Background: an optimization exercise with open tools, aiming at small area and a short achievable clock period. Do not read the settings as production practice. The RTL was checked by simulation tests, not by an equivalence proof against the original design.

==> lagoon <==
## pipeline
module pipeline (
  input  CLK,
  input  [31:0]counter_in,
  input  [127:0]target_hash,
  input  reset,
  output reg found,
  output reg [31:0]found_word
);
function [31:0] bswap(input [31:0] x);
  bswap = {x[7:0], x[15:8], x[23:16], x[31:24]};
endfunction
function eqadd(input [31:0] a, input [31:0] b, input [31:0] k);
  reg [31:0] cy;
  begin
    cy = {(a[30:0] & b[30:0]) | ((a[30:0] | b[30:0]) & ~k[30:0]), 1'b0};
    eqadd = ((a ^ b ^ k) == cy);
  end
endfunction
reg  [4:0]  step;
reg  [1:0]  ph;
reg  [31:0] q0, q1, q2, q3, t21, er;
wire busy = (step != 5'd22);
always @(posedge CLK)
  if (reset) begin step <= 5'd0; ph <= 2'd0; end
  else if (busy) begin
    ph <= (ph == 2'd2) ? 2'd0 : ph + 2'd1;
    if (ph == 2'd2) step <= step + 5'd1;
  end
reg  [31:0] ex, kc;
reg  [2:0]  rs;
wire [31:0] s001;
add_bk u_s001 (.a(~q0), .b(q1), .s(s001));
wire [31:0] dif = ~s001;   
always @* begin
  case (step)
    5'd0: begin ex = bswap(target_hash[95:64]); kc = 32'h10325478; rs = 3'd0; end
    5'd1: begin ex = bswap(target_hash[63:32]); kc = 32'h67452303; rs = 3'd0; end
    5'd2: begin ex = bswap(target_hash[31:0]); kc = 32'hefcdab8b; rs = 3'd0; end
    5'd3: begin ex = bswap(target_hash[127:96]); kc = 32'h98badd00; rs = 3'd0; end
    5'd4: begin ex = dif; kc = 32'h14792c70; rs = 3'd4; end
    5'd5: begin ex = dif; kc = 32'hd5282d46; rs = 3'd3; end
    5'd6: begin ex = dif; kc = 32'h42c50dcc; rs = 3'd2; end
    5'd7: begin ex = dif; kc = 32'h08ac817f; rs = 3'd1; end
    5'd8: begin ex = dif; kc = 32'hb1f7ee60; rs = 3'd4; end
    5'd9: begin ex = dif; kc = 32'h5cfebced; rs = 3'd3; end
    5'd10: begin ex = dif; kc = 32'h01d31921; rs = 3'd2; end
    5'd11: begin ex = dif; kc = 32'h905781b2; rs = 3'd1; end
    5'd12: begin ex = dif; kc = 32'h7a7ba1b0; rs = 3'd4; end
    5'd13: begin ex = dif; kc = 32'h00100b84; rs = 3'd3; end
    5'd14: begin ex = dif; kc = 32'h70f3336f; rs = 3'd2; end
    5'd15: begin ex = dif; kc = 32'h9aa4a63e; rs = 3'd1; end
    5'd16: begin ex = dif; kc = 32'h036c5fc8; rs = 3'd4; end
    5'd17: begin ex = dif; kc = 32'h546bdc3a; rs = 3'd3; end
    5'd18: begin ex = dif; kc = 32'hbcd5006a; rs = 3'd2; end
    5'd19: begin ex = dif; kc = 32'h0bd6ddbd; rs = 3'd1; end
    5'd20: begin ex = dif; kc = 32'h3b53a99c; rs = 3'd5; end
  ...
clock: 7.5 ns
lec_check: 0
abc_area: 1
cap_margin: 20
core_margin: 2
core_utilization: 55
place_density: 0.68
setup_slack_margin: 3.75
slew_margin: 20
standard.sh (not shown) runs the stock make flow with config.mk's settings and CLKGATE_MAP_FILE= SYNTH_SCRIPT=/design/flow/synth_recipe.tcl, a recipe that flattens the netlist after the stock synthesis.
==> flow/flow/run.sh <==
#!/bin/bash
# Layout flow: the standard ORFS flow, with Yosys's full/half-adder
# extraction turned off (the RTL already spells out its adders as prefix
# networks), larger clock-tree sink clusters without dummy loads, and more
# antenna-repair rounds after detailed routing.
set -euo pipefail
bash standard.sh ADDER_MAP_FILE= MAX_REPAIR_ANTENNAS_ITER_DRT=10 ENABLE_RESISTANCE_AWARE=1 \
  "CTS_ARGS=-sink_clustering_enable -repair_clock_nets -dont_use_dummy_load -sink_clustering_size 24 -sink_clustering_max_diameter 80" \
  finish > standard.log 2>&1
==> garnet: changes against lagoon <==
--- a/flow/design.v
+++ b/flow/design.v
@@ -880,17 +880,29 @@
 always @(posedge CLK) c_44 <= b_43;
 reg  [31:0] d_44;
 always @(posedge CLK) d_44 <= c_43;
 reg  [31:0] w_45;
 always @(posedge CLK) w_45 <= w_44;
 wire [31:0] f_45 = b_44 ^ c_44 ^ d_44;
 wire [31:0] s137;
-add_sk u_s137 (.a(ap_44), .b(f_45), .s(s137));
-always @(posedge CLK) found <= eqadd(b_44, {s137[20:0], s137[31:21]}, q0) & eqadd(d_44, q0 ^ b_44 ^ c_44, q3) & eqadd(c_44, t21 ^ b_44, q2) & eqadd(b_44, bswap(w_45), q1);
-always @(posedge CLK) found_word <= w_45;
+add_bk u_s137 (.a(ap_44), .b(f_45), .s(s137));
+reg  [31:0] x_45;
+always @(posedge CLK) x_45 <= s137;
+reg  [31:0] b44_k;
+always @(posedge CLK) b44_k <= b_44;
+reg  ok46;
+always @(posedge CLK) ok46 <= eqadd(d_44, q0 ^ b_44 ^ c_44, q3);
+reg  ok47;
+always @(posedge CLK) ok47 <= eqadd(c_44, t21 ^ b_44, q2);
+reg  ok48;
+always @(posedge CLK) ok48 <= eqadd(b_44, bswap(w_45), q1);
+reg  [31:0] w_46;
+always @(posedge CLK) w_46 <= w_45;
+always @(posedge CLK) found <= eqadd(b44_k, {x_45[20:0], x_45[31:21]}, q0) & ok46 & ok47 & ok48;
+always @(posedge CLK) found_word <= w_46;
 endmodule
 module add_bk (input [31:0] a, input [31:0] b, output [31:0] s);
   wire [31:0] g0 = a & b;
   wire [31:0] p0 = a ^ b;
   wire g_0 = g0[1] | (p0[1] & g0[0]);
   wire g_1 = g0[3] | (p0[3] & g0[2]);
   wire p_1 = p0[3] & p0[2];
==> flow/flow/run.sh (replaced) <==
#!/bin/bash
# Layout flow: the standard ORFS flow, with Yosys's full/half-adder
# extraction turned off (the RTL already spells out its adders as prefix
# networks), larger clock-tree sink clusters without dummy loads, and more
# antenna-repair rounds after detailed routing.
set -euo pipefail
bash standard.sh ADDER_MAP_FILE= MAX_REPAIR_ANTENNAS_ITER_DRT=10 \
  "CTS_ARGS=-sink_clustering_enable -repair_clock_nets -dont_use_dummy_load -sink_clustering_size 24 -sink_clustering_max_diameter 80" \
  finish > standard.log 2>&1
Settings changed: PLACE_DENSITY 0.68 to unset, SETUP_SLACK_MARGIN 3.75 to 3.2.
==> juniper: changes against lagoon <==
--- a/flow/design.v
+++ b/flow/design.v
@@ -880,17 +880,29 @@
 always @(posedge CLK) c_44 <= b_43;
 reg  [31:0] d_44;
 always @(posedge CLK) d_44 <= c_43;
 reg  [31:0] w_45;
 always @(posedge CLK) w_45 <= w_44;
 wire [31:0] f_45 = b_44 ^ c_44 ^ d_44;
 wire [31:0] s137;
-add_sk u_s137 (.a(ap_44), .b(f_45), .s(s137));
-always @(posedge CLK) found <= eqadd(b_44, {s137[20:0], s137[31:21]}, q0) & eqadd(d_44, q0 ^ b_44 ^ c_44, q3) & eqadd(c_44, t21 ^ b_44, q2) & eqadd(b_44, bswap(w_45), q1);
-always @(posedge CLK) found_word <= w_45;
+add_bk u_s137 (.a(ap_44), .b(f_45), .s(s137));
+reg  [31:0] x_45;
+always @(posedge CLK) x_45 <= s137;
+reg  [31:0] b44_k;
+always @(posedge CLK) b44_k <= b_44;
+reg  ok46;
+always @(posedge CLK) ok46 <= eqadd(d_44, q0 ^ b_44 ^ c_44, q3);
+reg  ok47;
+always @(posedge CLK) ok47 <= eqadd(c_44, t21 ^ b_44, q2);
+reg  ok48;
+always @(posedge CLK) ok48 <= eqadd(b_44, bswap(w_45), q1);
+reg  [31:0] w_46;
+always @(posedge CLK) w_46 <= w_45;
+always @(posedge CLK) found <= eqadd(b44_k, {x_45[20:0], x_45[31:21]}, q0) & ok46 & ok47 & ok48;
+always @(posedge CLK) found_word <= w_46;
 endmodule
 module add_bk (input [31:0] a, input [31:0] b, output [31:0] s);
   wire [31:0] g0 = a & b;
   wire [31:0] p0 = a ^ b;
   wire g_0 = g0[1] | (p0[1] & g0[0]);
   wire g_1 = g0[3] | (p0[3] & g0[2]);
   wire p_1 = p0[3] & p0[2];
==> flow/flow/run.sh (replaced) <==
#!/bin/bash
# Layout flow: the standard ORFS flow, with Yosys's full/half-adder
# extraction turned off (the RTL already spells out its adders as prefix
# networks), larger clock-tree sink clusters without dummy loads, and more
# antenna-repair rounds after detailed routing.
set -euo pipefail
bash standard.sh ADDER_MAP_FILE= MAX_REPAIR_ANTENNAS_ITER_DRT=10 \
  "CTS_ARGS=-sink_clustering_enable -repair_clock_nets -dont_use_dummy_load -sink_clustering_size 24 -sink_clustering_max_diameter 80" \
  finish > standard.log 2>&1
Settings changed: PLACE_DENSITY 0.68 to unset, SETUP_SLACK_MARGIN 3.75 to 4.0.
==> run notes <==
Worst-Skew Late Latency: juniper 1160 ps; lagoon 1160 ps; garnet 1170 ps
CTS sink cnt: juniper 7371; lagoon 7272; garnet 7371
Multi-input gate share of total cell area: juniper 47.89%; lagoon 47.33%; garnet 46.57%
Period Utilization, post-route: juniper 48.80%; lagoon 50.61%; garnet 55.92%
Result of the run: juniper no timing/DRC/antenna violations; lagoon no timing/DRC/antenna violations; garnet no timing/DRC/antenna violations
First-pass DRT Iterations: juniper 9; lagoon 14; garnet 14
Critical R2R Capture: juniper b_19[31]; lagoon er[15]; garnet b_42[28]
Count of inserted antenna diode cells: juniper 75; lagoon 200; garnet 84
Cell with the biggest individual delay on the critical path: juniper sky130_fd_sc_hd__o21ai_0; lagoon sky130_fd_sc_hd__a221oi_1; garnet sky130_fd_sc_hd__a31oi_1
Setup repair after global routing missed its margin: juniper true; lagoon true; garnet false
Critical Path Fanout Max: juniper 7; lagoon 18; garnet 6
Vias per inst: juniper 5.433; lagoon 5.376; garnet 5.327

afterwards: timing with drivers on the ports:
How much do the figures lean on ideal ports? The routed layouts below were timed once more, with nothing changed but the port constraints. Step 1 (the two cells are an assumption about what drives the block):
set clk [get_ports {CLK}]
set_driving_cell -lib_cell sky130_fd_sc_hd__clkbuf_16 $clk
set_driving_cell -lib_cell sky130_fd_sc_hd__buf_2 [delete_from_list [all_inputs] $clk]
Step 2 times the ports against the registers' clock, not the clock port: input delays grow and output delays shrink by t, the midpoint of the rising clock arrivals with the driver on. Three values: no drivers, after step 1, after step 2; two values: the first two.
run	shift t [ns]	setup slack, ns	cell pins on the clock port's net
lagoon	1.250	3.704 / 3.592 / 3.266	1
garnet	1.246	3.306 / 3.306 / 3.306	1
juniper	1.259	3.840 / 3.840 / 3.607	1
After both steps setup and hold are still met in every run listed. The setup slack of lagoon, which loses most, moves by -0.112 ns with the drivers and by -0.438 ns with both steps.
